What follows belongs to an exercise in optimizing a design on an open flow for small area, a short achievable clock period and few clock cycles; a production flow would make more cautious choices. In this exercise RTL edits were held to simulation tests only and were not proved equivalent to the original. Power and IR drop assume default switching activity.

Design CPU, start of the top module:
module CPU(clk,
            rst_n,
            wen_D,
            addr_D,
            wdata_D,
            rdata_D,
            addr_I,
            rdata_I);
Size in the first run: roughly 6500 cells after synthesis, roughly 160 I/O pins, ~0.072 sq mm of cells after synthesis.
clock: 12.0 ns
lec_check: 0
cap_margin: 20
core_margin: 2
core_utilization: 40
cts_cluster_diameter: 60
cts_cluster_size: 20
place_density: 0.6
slew_margin: 20
tns_end_percent: 100
standard.sh (not shown) runs the stock make flow with config.mk's settings and CLKGATE_MAP_FILE= SYNTH_SCRIPT=/design/flow/synth_recipe.tcl, a recipe that flattens the netlist after the stock synthesis.
==> flow/flow/run.sh <==
#!/bin/bash
set -uo pipefail
bash standard.sh SETUP_SLACK_MARGIN=7.8 \
  "BUFFER_PORTS_ARGS=-buffer_cell sky130_fd_sc_hd__buf_4" \
  finish > standard_flow.log 2>&1
The starting point passed the timing, design-rule and antenna checks.
Testbench counts at the start, summed over its fixed seeds: cycles 70,086.
==> next run, changes <==
==> flow/flow/run.sh (replaced) <==
#!/bin/bash
set -uo pipefail
bash standard.sh SETUP_SLACK_MARGIN=7.2 \
  "BUFFER_PORTS_ARGS=-buffer_cell sky130_fd_sc_hd__buf_4" \
  finish > standard_flow.log 2>&1
=> The new run ran to the end with no violations. Total power shrinks by about 8%. Synthesized cell count stays the same. Wire length shrinks by about 6.5%. Die area is unchanged. Register-to-register slack is better by 220 ps. Clock power is about the same. Setup slack is better by 110 ps. Area after synthesis is unchanged. Design area shrinks by about 7%. Clock skew grows by 14 ps.

* * *

Starting RTL as in the previous note.
==> flow/design.v (excerpt) <==
module CPU(clk,
            rst_n,
            wen_D,
            addr_D,
            wdata_D,
            rdata_D,
            addr_I,
            rdata_I);
    input         clk, rst_n ;
    output        wen_D  ;
    output [31:0] addr_D ;
    output [31:0] wdata_D;
    input  [31:0] rdata_D;
    output [31:0] addr_I ;
    input  [31:0] rdata_I;
    integer k;
    reg  [31:0] PC;           
    reg         ex_v;         
    reg  [31:0] IR;           
    reg  [31:0] ex_a;         
    reg  [31:0] ex_b;         
    reg  [31:0] ex_alt;       
    reg         ex_pt;        
    reg         d_br, d_jalr, d_md, d_ld, d_st, d_wr, d_useb, d_sub, d_lui;
    reg         d_rs_sum, d_rs_sh, d_rs_slt, d_rs_alt;    
    reg         ex_fw1;       
    reg         ex_fw2;       
    reg         ex_fwl2;      
    reg         m_wr;         
    reg         m_ld;         
    reg         m_st;         
    reg  [4:0]  m_rd;
    reg  [31:0] m_val;        
    reg  [31:0] m_sd;         
    reg         md_busy;
    reg         md_ph;        
    reg         md_one;       
    reg  [4:0]  md_sd;        
    reg  [4:0]  md_cnt;       
    wire [31:0] rf_wd = m_ld ? rdata_D : m_val;
    wire [31:0] rf_q [1:31];
    reg  [31:1] rf_vld;
    genvar gi;
    generate
        for (gi = 1; gi < 32; gi = gi + 1) begin : RF
            reg [31:0] r;
            if (gi == 2 || gi == 3) begin : RST
                always @(posedge clk or negedge rst_n) begin
                    if (!rst_n)
                        r <= (gi == 2) ? 32'hbffffff0 : 32'h10008000;
                    else if (m_wr && m_rd == gi)
                        r <= rf_wd;
                end
            end else begin : NRST
                always @(posedge clk) begin
                    if (m_wr && m_rd == gi)
                        r <= rf_wd;
                end
            end
            assign rf_q[gi] = r;
        end
    endgenerate
    always @(posedge clk or negedge rst_n) begin
        if (!rst_n)
            rf_vld <= 31'b110;             
        else if (m_wr)
            rf_vld[m_rd] <= 1'b1;
    end
    wire [4:0] rd  = IR[11:7];
    wire [2:0] f3  = IR[14:12];
    wire i_md    = d_md;
    wire i_ld    = d_ld;
    wire i_st    = d_st;
  ...
Settings: LEC_CHECK=0, CAP_MARGIN=20, CORE_MARGIN=2, CORE_UTILIZATION=40, CTS_CLUSTER_DIAMETER=60, CTS_CLUSTER_SIZE=20, PLACE_DENSITY=0.6, SLEW_MARGIN=20, TNS_END_PERCENT=100; clock period 12.0 ns.
==> flow/flow/run.sh <==
#!/bin/bash
set -uo pipefail
bash standard.sh SETUP_SLACK_MARGIN=7.0 \
  "BUFFER_PORTS_ARGS=-buffer_cell sky130_fd_sc_hd__buf_4" \
  finish > standard_flow.log 2>&1
Testbench counts at the start, summed over its fixed seeds: cycles 70,086.
==> next run, changes <==
==> flow/flow/run.sh (replaced) <==
#!/bin/bash
set -uo pipefail
bash standard.sh SETUP_SLACK_MARGIN=7.4 \
  "BUFFER_PORTS_ARGS=-buffer_cell sky130_fd_sc_hd__buf_4" \
  finish > standard_flow.log 2>&1
Cell area goes up by 5.0%.
Setup slack gains 0.31 ns.
Clock power went down by 6.2%.
Sequential power rose by about 2%.
Wire length climbs by 4.2%.
Area after synthesis is unchanged.
Die area is unchanged.
Cell count rises by 2.0%.
Total power goes up by 6.6%.
Worst hold slack barely changes.
==> next run, changes <==
==> flow/flow/run.sh (replaced) <==
#!/bin/bash
set -uo pipefail
bash standard.sh SETUP_SLACK_MARGIN=7.6 \
  "BUFFER_PORTS_ARGS=-buffer_cell sky130_fd_sc_hd__buf_4" \
  finish > standard_flow.log 2>&1
- CAP_MARGIN: 20 -> 30
- SLEW_MARGIN: 20 -> 30
Result: Non-clock buffer count goes up by 55. Power goes up by about 2.4%. Cell count goes up by 0.84%. Sequential power goes up by about 2%. Design area goes up by about 1.8%. Synthesized area does not change. Sequential share of layout area goes down by 0.73 points. Worst setup slack is worse by 0.042 ns.

static timing again, ports no longer ideal:
No port has a modelled driver above. Below, the same layouts with a new extraction and two added sets of constraints. Step 1: set_driving_cell puts a clkbuf_16 on clk and a buf_2 on each other input, an assumption about the parent block. Step 2 times the ports against the registers' clock, not the clock port: input delays grow and output delays shrink by t, the midpoint of the rising clock arrivals with the driver on. Slacks: ideal / step 1 / step 2; pairs: ideal / step 1.
| run | shift t [ns] | setup slack, ns | worst setup path after step 2 | latest minus earliest clock arrival (ns) | pins driven straight from the clock port |
|---|---|---|---|---|---|
| the first run of note 1 | 0.885 | 6.767 / 6.767 / 6.118 | input to register | 0.100 / 0.101 | 1 |
| the second run of note 1 | 0.899 | 6.875 / 6.941 / 6.042 | input to register | 0.114 / 0.115 | 1 |
| the first run of note 2 | 0.916 | 6.755 / 6.755 / 6.011 | input to register | 0.139 / 0.139 | 1 |
| the second run of note 2 | 0.893 | 7.070 / 7.070 / 6.244 | input to register | 0.111 / 0.111 | 1 |
| the third run of note 2 | 0.881 | 7.028 / 7.028 / 6.231 | input to register | 0.087 / 0.087 | 1 |
After both steps setup and hold are still met in every run listed. For the second run of note 1, which loses most, drivers alone change the setup slack by +0.066 ns; drivers and shift together by -0.833 ns.
